This is an optimization exercise on Yosys and OpenROAD, whose aim is small area, not a production implementation.
Where RTL was checked, it was by simulation tests only, not by an equivalence proof against the original.
No driver is modelled on the clock port, so clock power and skew are understated where the tree is cut down; a real chip needs a root buffer or a tree.
No activity file was given, so power comes from the tool's default toggle rates.

==> flow/design.v <==
`timescale 1ns / 1ps
module synchronizer #(
    parameter WIDTH = 1
    ) (
    input wire clk,
    input wire [WIDTH-1:0] asynclk,
    output reg [WIDTH-1:0] syn_clk
    );
    reg [WIDTH-1:0] sync1;
always @(posedge clk)
begin
    sync1 <= asynclk;
    syn_clk <= sync1;
end
endmodule
`timescale 1ns / 1ps
module odd_detector(
    input wire clk,
    input wire reset,
    input wire [7:0] integers,
    input wire [7:0] N,
    input wire latch_in,
    output wire [7:0] out_value,
    output wire ready
    );
    wire sync_latch_in;
    wire [7:0] sync_integers;
    wire [7:0] sync_N;
    synchronizer #(.WIDTH(17)) in_sync(
        .clk(clk),
        .asynclk({latch_in, N, integers}),
        .syn_clk({sync_latch_in, sync_N, sync_integers}));
    reg latch_d_reg;         
    reg [7:0] cnt_reg;       
    reg [7:0] xor_reg;       
    wire latch_edge = sync_latch_in & ~latch_d_reg;
    wire first = (cnt_reg == 8'd1);
    wire [7:0] cnt_inc = cnt_reg + 8'd1;
    wire last = (cnt_reg == sync_N);
    assign out_value = (first ? 8'h00 : xor_reg) ^ sync_integers;
    assign ready = latch_edge & last;
    always @(posedge clk)
        latch_d_reg <= sync_latch_in;
    always @(posedge clk)
        if (latch_edge)
            xor_reg <= out_value;
    always @(posedge clk, posedge reset) begin
        if (reset)
            cnt_reg <= 8'd1;
        else if (latch_edge)
            cnt_reg <= last ? 8'd1 : cnt_inc;
    end
endmodule
clock: 10.0 ns
lec_check: 0
cap_margin: 20
core_margin: 2
core_utilization: 70
slew_margin: 40
standard.sh (not shown) runs the stock make flow with config.mk's settings and CLKGATE_MAP_FILE= SYNTH_SCRIPT=/design/flow/synth_recipe.tcl, a recipe that flattens the netlist after the stock synthesis.
==> flow/flow/run.sh <==
#!/bin/bash
# Standard ORFS layout with small port buffers and a lean clock tree.
set -euo pipefail
export BUFFER_PORTS_ARGS="-buffer_cell sky130_fd_sc_hd__buf_1"
export CTS_ARGS="-sink_clustering_enable -repair_clock_nets -dont_use_dummy_load -buf_list sky130_fd_sc_hd__clkbuf_16 -sink_clustering_size 60 -sink_clustering_max_diameter 200"
bash standard.sh > standard.log 2>&1
Change:
==> flow/run.sh (new file) <==
#!/bin/bash
# synth_recipe.tcl (not shown) runs the flow's synth.tcl, then flattens the netlist and writes it again
# the make line also repeats each setting of config.mk as NAME=value (left out here)
make -C /OpenROAD-flow-scripts/flow DESIGN_CONFIG=/design/flow/config.mk WORK_HOME=/design/flow/orfs CLKGATE_MAP_FILE= SYNTH_SCRIPT=/design/flow/synth_recipe.tcl finish
- ABC_AREA: not set -> 0
- CTS_BUF_LIST: not set -> sky130_fd_sc_hd__clkbuf_8
removed: flow/flow/run.sh
removed: flow/standard.sh
Outcome: Wire length came out higher by about 40%. Cell area came out higher by 8.6%. Sequential power stays flat. Non-clock buffer count is unchanged.
Change:
==> flow/flow/run.sh (new file) <==
#!/bin/bash
# Standard ORFS layout with small port buffers and a lean clock tree.
set -euo pipefail
export BUFFER_PORTS_ARGS="-buffer_cell sky130_fd_sc_hd__buf_1"
export CTS_ARGS="-sink_clustering_enable -repair_clock_nets -dont_use_dummy_load -buf_list sky130_fd_sc_hd__clkbuf_8"
bash standard.sh > standard.log 2>&1
==> flow/standard.sh (new file) <==
#!/bin/bash
# synth_recipe.tcl (not shown) runs the flow's synth.tcl, then flattens the netlist and writes it again
# the make line also repeats each setting of config.mk as NAME=value (left out here)
make -C /OpenROAD-flow-scripts/flow DESIGN_CONFIG=/design/flow/config.mk WORK_HOME=/design/flow/orfs CLKGATE_MAP_FILE= SYNTH_SCRIPT=/design/flow/synth_recipe.tcl "${@:-finish}"
- ABC_AREA: 0 -> not set
- CTS_BUF_LIST: sky130_fd_sc_hd__clkbuf_8 -> not set
removed: flow/run.sh
Outcome:
- The changed run completed without violations
- total power decreases by 16%
- synthesized area is unchanged
- maximum frequency rose by 18%
- sequential share of layout area goes up by 6.6 points
- cell count fell by 1.6%
- global-route usage went down by 13 points
- via count went down by 12%
- worst setup slack gets better by 710 ps
- clock skew grows by 11 ps
No run of this note included a check of the RTL's function; only the layout flow was run.


== run a ==
Another version of the RTL of odd_detector (not shown whole).
Size: ~51 flip-flops, roughly 28 I/O pins, about 1400 sq um of cells after synthesis.
Settings: LEC_CHECK=0, CAP_MARGIN=20, CORE_MARGIN=2, CORE_UTILIZATION=30, SLEW_MARGIN=40; clock period 10.0 ns.
==> flow/flow/run.sh <==
#!/bin/bash
# The standard layout (standard.sh) with these changes:
# - synthesis: ABC maps the logic with the area script in area.abc, and Yosys
#   does not extract half/full adders first (ADDER_MAP_FILE empty); the
#   flip-flops are mapped before either step, so they keep the standard
#   synthesis's cells and names;
# - every port gets the smallest buffer, sky130_fd_sc_hd__buf_1;
set -euo pipefail
work=$PWD
flow=$work/flow
export AREA_ABC_SCRIPT=$flow/area.abc
export FLOW_SYNTH_TCL=$work/synth_recipe.tcl
export BUFFER_PORTS_ARGS="-buffer_cell sky130_fd_sc_hd__buf_1"
export PRE_CTS_TCL=$flow/clock_tree.tcl
export CLOCK_PORT_NAME=clk
export CLOCK_BUFFER_CELL=sky130_fd_sc_hd__buf_4
export CLOCK_BUFFER_BIG_CELL=sky130_fd_sc_hd__buf_6
export CLOCK_SLEW_TARGET_NS=0.112
sed -e "s#SYNTH_SCRIPT=[^ ]*#SYNTH_SCRIPT=$flow/synth.tcl ADDER_MAP_FILE=#" standard.sh > run_standard.sh
grep -q "SYNTH_SCRIPT=$flow/synth.tcl ADDER_MAP_FILE=" run_standard.sh
bash run_standard.sh > standard.log 2>&1
==> flow/flow/area.abc <==
strash
&get -n
&st
&dch -f
&nf -R 1000
&put
Other scripts of this flow, unchanged in this note and not shown: flow/flow/clock_tree.tcl, flow/flow/synth.tcl
diff inputs: run a => run b
==> flow/flow/area.abc <==
strash
&get -n
&st
&dc2
&dc2
&dch -f
&nf -R 1000
&put
### Flow results
Global-route wire length before repair (lower): run a. Diff run a -> run b | average cell area after synthesis | increase of 0.40%. Re multi-input logic portion of the cell area: run b and run a aren't equal, and the higher value belongs to run a. The higher final area of run b and run a is in run b. Any difference in largest stage delay on the critical path between run b and run a is small enough to ignore. Comparing worst-margin pin slew for run b and run a, the bigger number came from run a. Diff run a -> run b | placeable core region | decrease of 0.68%. Total detailed-routing wirelength delta for run b relative to run a: 11% higher. Utilization run a -> run b: up.
In every run of this note, the design's own scripts or RTL, not TritonCTS, make the clock network.


## JK
Another version of the RTL of odd_detector (not shown whole).
For scale: about 110 cells after synthesis, about 51 flip-flops, ~1400 um^2 of cells after synthesis.
==> flow/config.mk <==
export PLATFORM = sky130hd
export DESIGN_NAME = odd_detector
export DESIGN_NICKNAME = odd_detector
export VERILOG_FILES = /design/flow/design.v
export SDC_FILE = /design/flow/constraint.sdc
export NUM_CORES = 8
export LEC_CHECK = 0
export CAP_MARGIN = 20
export CORE_MARGIN = 2
export CORE_UTILIZATION = 30
export SLEW_MARGIN = 40
==> flow/constraint.sdc <==
create_clock -name core_clock -period 10.0 [get_ports {clk}]
set_input_delay 2.0000 -clock core_clock [delete_from_list [all_inputs] [get_ports {clk}]]
set_output_delay 2.0000 -clock core_clock [all_outputs]
set_load 0.01 [all_outputs]
==> flow/flow/run.sh <==
#!/bin/bash
# The standard layout (standard.sh) with these changes:
# - synthesis: ABC maps the logic with the area script in area.abc, and Yosys
#   does not extract half/full adders first (ADDER_MAP_FILE empty); the
#   flip-flops are mapped before either step, so they keep the standard
#   synthesis's cells and names;
# - every port gets the smallest buffer, sky130_fd_sc_hd__buf_1;
set -euo pipefail
work=$PWD
flow=$work/flow
export AREA_ABC_SCRIPT=$flow/area.abc
export FLOW_SYNTH_TCL=$work/synth_recipe.tcl
export BUFFER_PORTS_ARGS="-buffer_cell sky130_fd_sc_hd__buf_1"
export PRE_CTS_TCL=$flow/clock_tree.tcl
export CLOCK_PORT_NAME=clk
export CLOCK_BUFFER_CELL=sky130_fd_sc_hd__clkbuf_4
export CLOCK_BUFFER_BIG_CELL=sky130_fd_sc_hd__clkbuf_8
export CLOCK_SLEW_TARGET_NS=0.112
sed -e "s#SYNTH_SCRIPT=[^ ]*#SYNTH_SCRIPT=$flow/synth.tcl ADDER_MAP_FILE=#" standard.sh > run_standard.sh
grep -q "SYNTH_SCRIPT=$flow/synth.tcl ADDER_MAP_FILE=" run_standard.sh
bash run_standard.sh > standard.log 2>&1
==> flow/flow/clock_tree.tcl <==
# Sourced by ORFS's cts.tcl before clock_tree_synthesis (PRE_CTS_TCL). Builds a
# one-level clock tree by hand: the flip-flops are split into four groups of
# nearly equal size by position (halves by x, then each half by y), and the
# clock port drives one clock buffer per group, placed at the group's centre.
# clock_tree_synthesis then has nothing left to do and is skipped.
set block [ord::get_db_block]
set clk_net [$block findNet $::env(CLOCK_PORT_NAME)]
set master [[ord::get_db] findMaster $::env(CLOCK_BUFFER_CELL)]

set sinks {}
foreach iterm [$clk_net getITerms] {
  set loc [[$iterm getInst] getLocation]
  lappend sinks [list [lindex $loc 0] [lindex $loc 1] $iterm]
}

proc halves { items key } {
  set items [lsort -integer -index $key $items]
  set mid [expr {([llength $items] + 1) / 2}]
  return [list [lrange $items 0 [expr {$mid - 1}]] [lrange $items $mid end]]
}

set groups {}
foreach half [halves $sinks 0] {
  foreach quarter [halves $half 1] { lappend groups $quarter }
}

set k 0
foreach group $groups {
  set buf [odb::dbInst_create $block $master clkbuf_leaf_$k]
  set net [odb::dbNet_create $block clknet_leaf_$k]
  $net setSigType CLOCK
  set sx 0
  set sy 0
  foreach sink $group {
    set sx [expr {$sx + [lindex $sink 0]}]
    set sy [expr {$sy + [lindex $sink 1]}]
    set iterm [lindex $sink 2]
    $iterm disconnect
    $iterm connect $net
  }
  [$buf findITerm A] connect $clk_net
  [$buf findITerm X] connect $net
  set n [llength $group]
  $buf setLocation [expr {$sx / $n}] [expr {$sy / $n}]
  $buf setPlacementStatus PLACED
  puts "clock tree: $::env(CLOCK_BUFFER_CELL) clkbuf_leaf_$k drives $n clock pins"
  incr k
}

proc clock_tree_synthesis { args } {
  puts "clock_tree_synthesis skipped: the clock tree is already built"
}

set_propagated_clock [all_clocks]
foreach iterm [[$block findNet $::env(CLOCK_PORT_NAME)] getITerms] {
  set inst [$iterm getInst]
  set pin [get_pins [$inst getName]/X]
  estimate_parasitics -placement
  set slew [get_property $pin slew_max_rise]
  puts "clock tree estimate: [$inst getName] [[$inst getMaster] getName] slew $slew"
  if { $slew > $::env(CLOCK_SLEW_TARGET_NS) } {
    $inst swapMaster [[ord::get_db] findMaster $::env(CLOCK_BUFFER_BIG_CELL)]
    estimate_parasitics -placement
    puts "clock tree estimate: [$inst getName] [[$inst getMaster] getName] slew [get_property $pin slew_max_rise]"
  }
}
unset_propagated_clock [all_clocks]
Other scripts of this flow, unchanged in this note and not shown: flow/flow/area.abc, flow/flow/synth.tcl
Input-level comparison between MS and JK:
diff --git a/flow/flow/run.sh b/flow/flow/run.sh
--- a/flow/flow/run.sh
+++ b/flow/flow/run.sh
@@ -7,0 +8,3 @@
+# - clock_tree.tcl builds the clock tree: the clock port drives four clock
+#   buffers, one per group of nearby flip-flops.
+# ORFS writes each step's full log to orfs/logs/; make's output goes to standard.log.
@@ -15,0 +19 @@
+export IO_CONSTRAINTS=$flow/io.tcl
@@ -17,2 +20,0 @@
-export CLOCK_BUFFER_BIG_CELL=sky130_fd_sc_hd__clkbuf_8
-export CLOCK_SLEW_TARGET_NS=0.112
diff --git a/flow/flow/clock_tree.tcl b/flow/flow/clock_tree.tcl
--- a/flow/flow/clock_tree.tcl
+++ b/flow/flow/clock_tree.tcl
@@ -53,0 +54 @@
+# Estimate each group's clock slew from the placement and print it
@@ -54,0 +56 @@
+estimate_parasitics -placement
@@ -58,8 +60 @@
-  estimate_parasitics -placement
-  set slew [get_property $pin slew_max_rise]
-  puts "clock tree estimate: [$inst getName] [[$inst getMaster] getName] slew $slew"
-  if { $slew > $::env(CLOCK_SLEW_TARGET_NS) } {
-    $inst swapMaster [[ord::get_db] findMaster $::env(CLOCK_BUFFER_BIG_CELL)]
-    estimate_parasitics -placement
-    puts "clock tree estimate: [$inst getName] [[$inst getMaster] getName] slew [get_property $pin slew_max_rise]"
-  }
+  puts "clock tree estimate: [$inst getName] [[$inst getMaster] getName] slew [get_property $pin slew_max_rise] [get_property $pin slew_max_fall]"
==> flow/flow/io.tcl (new file) <==
# Keep every port together on the middle of one edge, so that the logic, and
# with it the flip-flops each clock buffer drives, is placed close together.
set_io_pin_constraint -region bottom:20-55 -pin_names [get_object_name [all_inputs]]
set_io_pin_constraint -region bottom:20-55 -pin_names [get_object_name [all_outputs]]
Comparing MS against JK, there is no change at all in area after synthesis.
MS got as far as floorplan (2_1_floorplan), where a tool error ended the run.
Between MS and JK, the post-synthesis xor/xnor area fraction figures differ only marginally.
Per the comparison of MS with JK, simple-gate area share of the yosys netlist ~0 delta, horizontal die dimension ~0 delta, number of register bits inferred by synthesis ~0 delta, portion of the post-synthesis area used by sequential elements ~0 delta.
The inputs of AL differ from those of MS as listed below.
diff --git a/flow/flow/run.sh b/flow/flow/run.sh
--- a/flow/flow/run.sh
+++ b/flow/flow/run.sh
@@ -19 +18,0 @@
-export IO_CONSTRAINTS=$flow/io.tcl
removed: flow/flow/io.tcl
Findings:
Reported for AL and MS, count of flip-flops with a built-in enable after synthesis turned out identical to the last digit.
The flow did not stop early for AL: all stages ran, and the layout cleared the timing, DRC and antenna checks.
Reported for AL and MS, share of the synthesized netlist area taken by xor and xnor gates turned out identical to the last digit.
Synthesized-area fraction occupied by and/or/nand/nor cells of AL is on par with MS.
AL vs. MS: instance count of the mapped netlist neither gained nor lost much; distinct cell type count of the synthesized netlist neither gained nor lost much; horizontal extent of the die neither gained nor lost much; area fraction in compound gates after synthesis neither gained nor lost much.
Post-synthesis instance area: MS vs AL identical
In JK and AL the design's own scripts or RTL, not TritonCTS, make the clock network.


== run A ==
RTL: one of the versions met above, not the one the previous note started from.
Size: roughly 120 cells after synthesis, roughly 51 flip-flops, roughly 28 I/O pins, ~1400 µm² of cells after synthesis.
Settings: LEC_CHECK=0, CAP_MARGIN=20, CORE_MARGIN=2, CORE_UTILIZATION=30, SLEW_MARGIN=40; clock period 10.0 ns.
==> flow/flow/run.sh <==
#!/bin/bash
# The standard layout (standard.sh) with these changes:
# - synthesis: ABC maps the logic with the area script in area.abc, and Yosys
#   does not extract half/full adders first (ADDER_MAP_FILE empty); the
#   flip-flops are mapped before either step, so they keep the standard
#   synthesis's cells and names;
# - every port gets the smallest buffer, sky130_fd_sc_hd__buf_1;
set -euo pipefail
work=$PWD
flow=$work/flow
export AREA_ABC_SCRIPT=$flow/area.abc
export FLOW_SYNTH_TCL=$work/synth_recipe.tcl
export BUFFER_PORTS_ARGS="-buffer_cell sky130_fd_sc_hd__buf_1"
export CLOCK_TREE_TCL=$flow/clock_tree.tcl
export POST_GLOBAL_PLACE_TCL=$flow/post_gpl.tcl
export PRE_CTS_TCL=$flow/pre_cts.tcl
export CLOCK_PORT_NAME=clk
export CLOCK_BUFFER_CELL=sky130_fd_sc_hd__buf_4
export CLOCK_BUFFER_BIG_CELL=sky130_fd_sc_hd__buf_6
export CLOCK_SLEW_TARGET_NS=0.118
sed -e "s#SYNTH_SCRIPT=[^ ]*#SYNTH_SCRIPT=$flow/synth.tcl ADDER_MAP_FILE=#" standard.sh > run_standard.sh
grep -q "SYNTH_SCRIPT=$flow/synth.tcl ADDER_MAP_FILE=" run_standard.sh
bash run_standard.sh > standard.log 2>&1
==> flow/flow/area.abc <==
strash
&get -n
&st
&dc2
&dc2
&dch -f
&nf -R 1000
&put
strash
&get -n
&st
&dc2
&dc2
&dch -f
&nf -R 1000
&put
==> flow/flow/clock_tree.tcl <==

proc clock_tree_build {} {
  set block [ord::get_db_block]
  set clk_net [$block findNet $::env(CLOCK_PORT_NAME)]
  set master [[ord::get_db] findMaster $::env(CLOCK_BUFFER_CELL)]

  set sinks {}
  foreach iterm [$clk_net getITerms] {
    set loc [[$iterm getInst] getLocation]
    lappend sinks [list [lindex $loc 0] [lindex $loc 1] $iterm]
  }

  # split by x then y, or by y then x: whichever gives the groups the
  # smaller total bounding box half-perimeter
  set groups {}
  set best_hpwl -1
  foreach {first second} {0 1 1 0} {
    set candidate {}
    foreach half [clock_tree_halves $sinks $first] {
      foreach quarter [clock_tree_halves $half $second] { lappend candidate $quarter }
    }
    set hpwl 0
    foreach group $candidate { set hpwl [expr {$hpwl + [clock_tree_hpwl $group]}] }
    if { $best_hpwl < 0 || $hpwl < $best_hpwl } {
      set best_hpwl $hpwl
      set groups $candidate
    }
  }

  set k 0
  foreach group $groups {
    set buf [odb::dbInst_create $block $master clkbuf_leaf_$k]
    set net [odb::dbNet_create $block clknet_leaf_$k]
    $net setSigType CLOCK
    set sx 0
    set sy 0
    foreach sink $group {
      set sx [expr {$sx + [lindex $sink 0]}]
      set sy [expr {$sy + [lindex $sink 1]}]
      set iterm [lindex $sink 2]
      $iterm disconnect
      $iterm connect $net
    }
    [$buf findITerm A] connect $clk_net
    [$buf findITerm X] connect $net
    set n [llength $group]
    $buf setLocation [expr {$sx / $n}] [expr {$sy / $n}]
    $buf setPlacementStatus PLACED
    puts "clock tree: $::env(CLOCK_BUFFER_CELL) clkbuf_leaf_$k drives $n clock pins"
    incr k
  }
}

proc clock_tree_halves { items key } {
  set items [lsort -integer -index $key $items]
  set mid [expr {([llength $items] + 1) / 2}]
  return [list [lrange $items 0 [expr {$mid - 1}]] [lrange $items $mid end]]
}

proc clock_tree_hpwl { group } {
  set xs [lsort -integer [lmap sink $group { lindex $sink 0 }]]
  set ys [lsort -integer [lmap sink $group { lindex $sink 1 }]]
  return [expr {[lindex $xs end] - [lindex $xs 0] + [lindex $ys end] - [lindex $ys 0]}]
}

proc clock_tree_size {} {
  set block [ord::get_db_block]
  set_propagated_clock [all_clocks]
  foreach iterm [[$block findNet $::env(CLOCK_PORT_NAME)] getITerms] {
    set inst [$iterm getInst]
    set pin [get_pins [$inst getName]/X]
    estimate_parasitics -placement
    set slew [get_property $pin slew_max_rise]
    puts "clock tree estimate: [$inst getName] [[$inst getMaster] getName] slew $slew"
    if { $slew > $::env(CLOCK_SLEW_TARGET_NS) } {
      $inst swapMaster [[ord::get_db] findMaster $::env(CLOCK_BUFFER_BIG_CELL)]
      estimate_parasitics -placement
      puts "clock tree estimate: [$inst getName] [[$inst getMaster] getName] slew [get_property $pin slew_max_rise]"
    }
  }
  unset_propagated_clock [all_clocks]
}

if { $::env(CLOCK_TREE_STEP) eq "build" } {
  clock_tree_build
  estimate_parasitics -placement
  do_placement $::global_placement_args
  estimate_parasitics -placement
} else {
  clock_tree_size
  proc clock_tree_synthesis { args } {
    puts "clock_tree_synthesis skipped: the clock tree is already built"
  }
}
Other scripts of this flow, unchanged in this note and not shown: flow/flow/post_gpl.tcl, flow/flow/pre_cts.tcl, flow/flow/synth.tcl
Run A finished every step from synthesis to the final layout, and the layout passed the timing, DRC and antenna checks.
Here is what was changed in the inputs of run B compared with run A.
-- flow/flow/run.sh --
<<< run A, line 18
>>> run B, line 18
export IO_CONSTRAINTS=$flow/io.tcl
==> flow/flow/io.tcl (new file) <==
# Keep every port together on the middle of one edge, so that the logic, and
# with it the flip-flops each clock buffer drives, is placed close together.
set io_pins {}
foreach port [concat [all_inputs] [all_outputs]] { lappend io_pins [get_name $port] }
set_io_pin_constraint -region bottom:30-45 -pin_names $io_pins
-- flow/config.mk --
<<< run A, line 11
>>> run B, line 11
export PLACE_DENSITY = 0.9
## What came out
Stage in which a tool error killed run B: 3_2_place_iop. Between run B and run A, the complex-gate fraction of the synthesized area does not differ in any meaningful way. Re number of rows in the core area: no difference whatsoever between run A and run B. Run B vs. run A: post-synthesis share of cell area spent on xor and xnor gates stayed essentially flat, synthesized area shows no meaningful change. [compare] base=run A new=run B: synthesized cell count has remained practically unchanged, share of synthesized area occupied by flip-flops and latches neither gained nor lost much, unique cell type count in the Yosys netlist ~0 delta.
What run C does differently from run B at the input level:
-- flow/flow/run.sh --
<<< run B, line 18
export IO_CONSTRAINTS=$flow/io.tcl
>>> run C, line 18
==> flow/flow/area.abc <==
strash
&get -n
&st
&dc2
&dc2
&dch -f
&nf -R 1000
&put
-- flow/flow/clock_tree.tcl --
<<< run B, line 13
  # split by x then y, or by y then x: whichever gives the groups the
  # smaller total bounding box half-perimeter
>>> run C, line 13
<<< run B, line 16
  set best_hpwl -1
  foreach {first second} {0 1 1 0} {
    set candidate {}
    foreach half [clock_tree_halves $sinks $first] {
      foreach quarter [clock_tree_halves $half $second] { lappend candidate $quarter }
    }
    set hpwl 0
    foreach group $candidate { set hpwl [expr {$hpwl + [clock_tree_hpwl $group]}] }
    if { $best_hpwl < 0 || $hpwl < $best_hpwl } {
      set best_hpwl $hpwl
      set groups $candidate
    }
>>> run C, line 14
  foreach half [clock_tree_halves $sinks 0] {
    foreach quarter [clock_tree_halves $half 1] { lappend groups $quarter }
<<< run B, line 60
proc clock_tree_hpwl { group } {
  set xs [lsort -integer [lmap sink $group { lindex $sink 0 }]]
  set ys [lsort -integer [lmap sink $group { lindex $sink 1 }]]
  return [expr {[lindex $xs end] - [lindex $xs 0] + [lindex $ys end] - [lindex $ys 0]}]
}

>>> run C, line 48
-- flow/config.mk --
<<< run B, line 11
export PLACE_DENSITY = 0.9
>>> run C, line 11
removed: flow/flow/io.tcl
--- outcome ---
Run C: flow completed, timing, DRC and antenna clean
Per the comparison of run C with run B, die height saw little to no change, distinct cell type count of the synthesized netlist decreased by 1 relative to the old numbers.
Taking run B as the reference, in run C post-synthesis sequential area ratio neither gained nor lost much; synthesized cell count shows an increase of 1; fraction of registers with async set or reset after synthesis closely matched the old numbers.
In terms of xor and xnor fraction of the mapped netlist area, run B and run C differ only marginally.
Run B → run C: area after synthesis flat, net count of the mapped netlist up about 0.75%.
The following lists how run D was set up differently from run C:
-- flow/flow/run.sh --
<<< run C, line 20
export CLOCK_SLEW_TARGET_NS=0.118
>>> run D, line 20
export CLOCK_SLEW_TARGET_NS=0.112
-- flow/flow/area.abc --
<<< run C, line 4
&dc2
&dc2
>>> run D, line 4
-- flow/flow/clock_tree.tcl --
<<< run C, line 68
  estimate_parasitics -placement
  do_placement $::global_placement_args
  estimate_parasitics -placement
>>> run D, line 68
  do_placement $global_placement_args
Run D got as far as 3_3_place_gp, where a tool error ended the run.
XOR/XNOR share of the synthesized area essentially unchanged between run C and run D.
On die height, run D and run C are neck and neck.
Looking at share of the synthesized area in compound gates (AO/OA/AOI/OAI), run D sits 0.20 points below run C.
Run D has simple logic cell fraction of the synthesized area above what run C had.
Between run C and run D, the die extent in x figures differ only marginally.
NOTE synthesized cell count run C->run D increased slightly
Sequential cell area fraction in the yosys report for run D: 0.34 points down relative to run C
The lower net count after synthesis of run D and run C is in run C.
Number of distinct library cells after synthesis (lower): run C
Starting density of the core: run C vs run D — no meaningful difference
Mapped cell area, run D and run C: lower on run C
The clock cells of run A and run C come from the design's own scripts or RTL, not from TritonCTS.

-- static timing again, ports no longer ideal --
Ports are ideal in the flow. The routed layouts listed here were re-timed in OpenROAD. Step 1, drivers: a clkbuf_16 drives clk and a buf_2 each remaining input, both assumed. Step 2 times the ports against the registers' clock, not the clock port: input delays grow and output delays shrink by t, the midpoint of the rising clock arrivals with the driver on. Three values: ideal, step 1, step 2; two values: the first two.
run | shift t [ns] | setup WS [ns] | hold WS [ns] | worst setup path after step 2 | worst register clock-pin slew, ns
the first run of note 1 | 0.304 | 6.021 / 5.994 / 6.298 | 0.325 / 0.325 / 0.325 | register to output | 0.06 / 0.06
the second run of note 1 | 0.328 | 5.337 / 5.311 / 5.639 | 0.332 / 0.332 / 0.332 | register to output | 0.09 / 0.09
the third run of note 1 | 0.306 | 6.051 / 6.028 / 6.335 | 0.329 / 0.329 / 0.329 | register to output | 0.09 / 0.09
run a of note 2 | 0.182 | 5.996 / 5.954 / 6.137 | 0.331 / 0.331 / 0.331 | register to output | 0.11 / 0.11
run b of note 2 | 0.167 | 6.048 / 5.994 / 6.161 | 0.331 / 0.331 / 0.331 | register to output | 0.09 / 0.09
JK | 0.187 | 5.958 / 5.908 / 6.095 | 0.323 / 0.323 / 0.323 | register to output | 0.08 / 0.08
AL | 0.213 | 5.905 / 5.865 / 6.078 | 0.330 / 0.330 / 0.330 | register to output | 0.12 / 0.12
run A of note 4 | 0.170 | 5.741 / 5.703 / 5.873 | 0.330 / 0.330 / 0.330 | register to output | 0.11 / 0.11
run C of note 4 | 0.165 | 6.016 / 5.979 / 6.144 | 0.307 / 0.307 / 0.307 | register to output | 0.11 / 0.11
After both steps setup and hold are still met in every run listed.
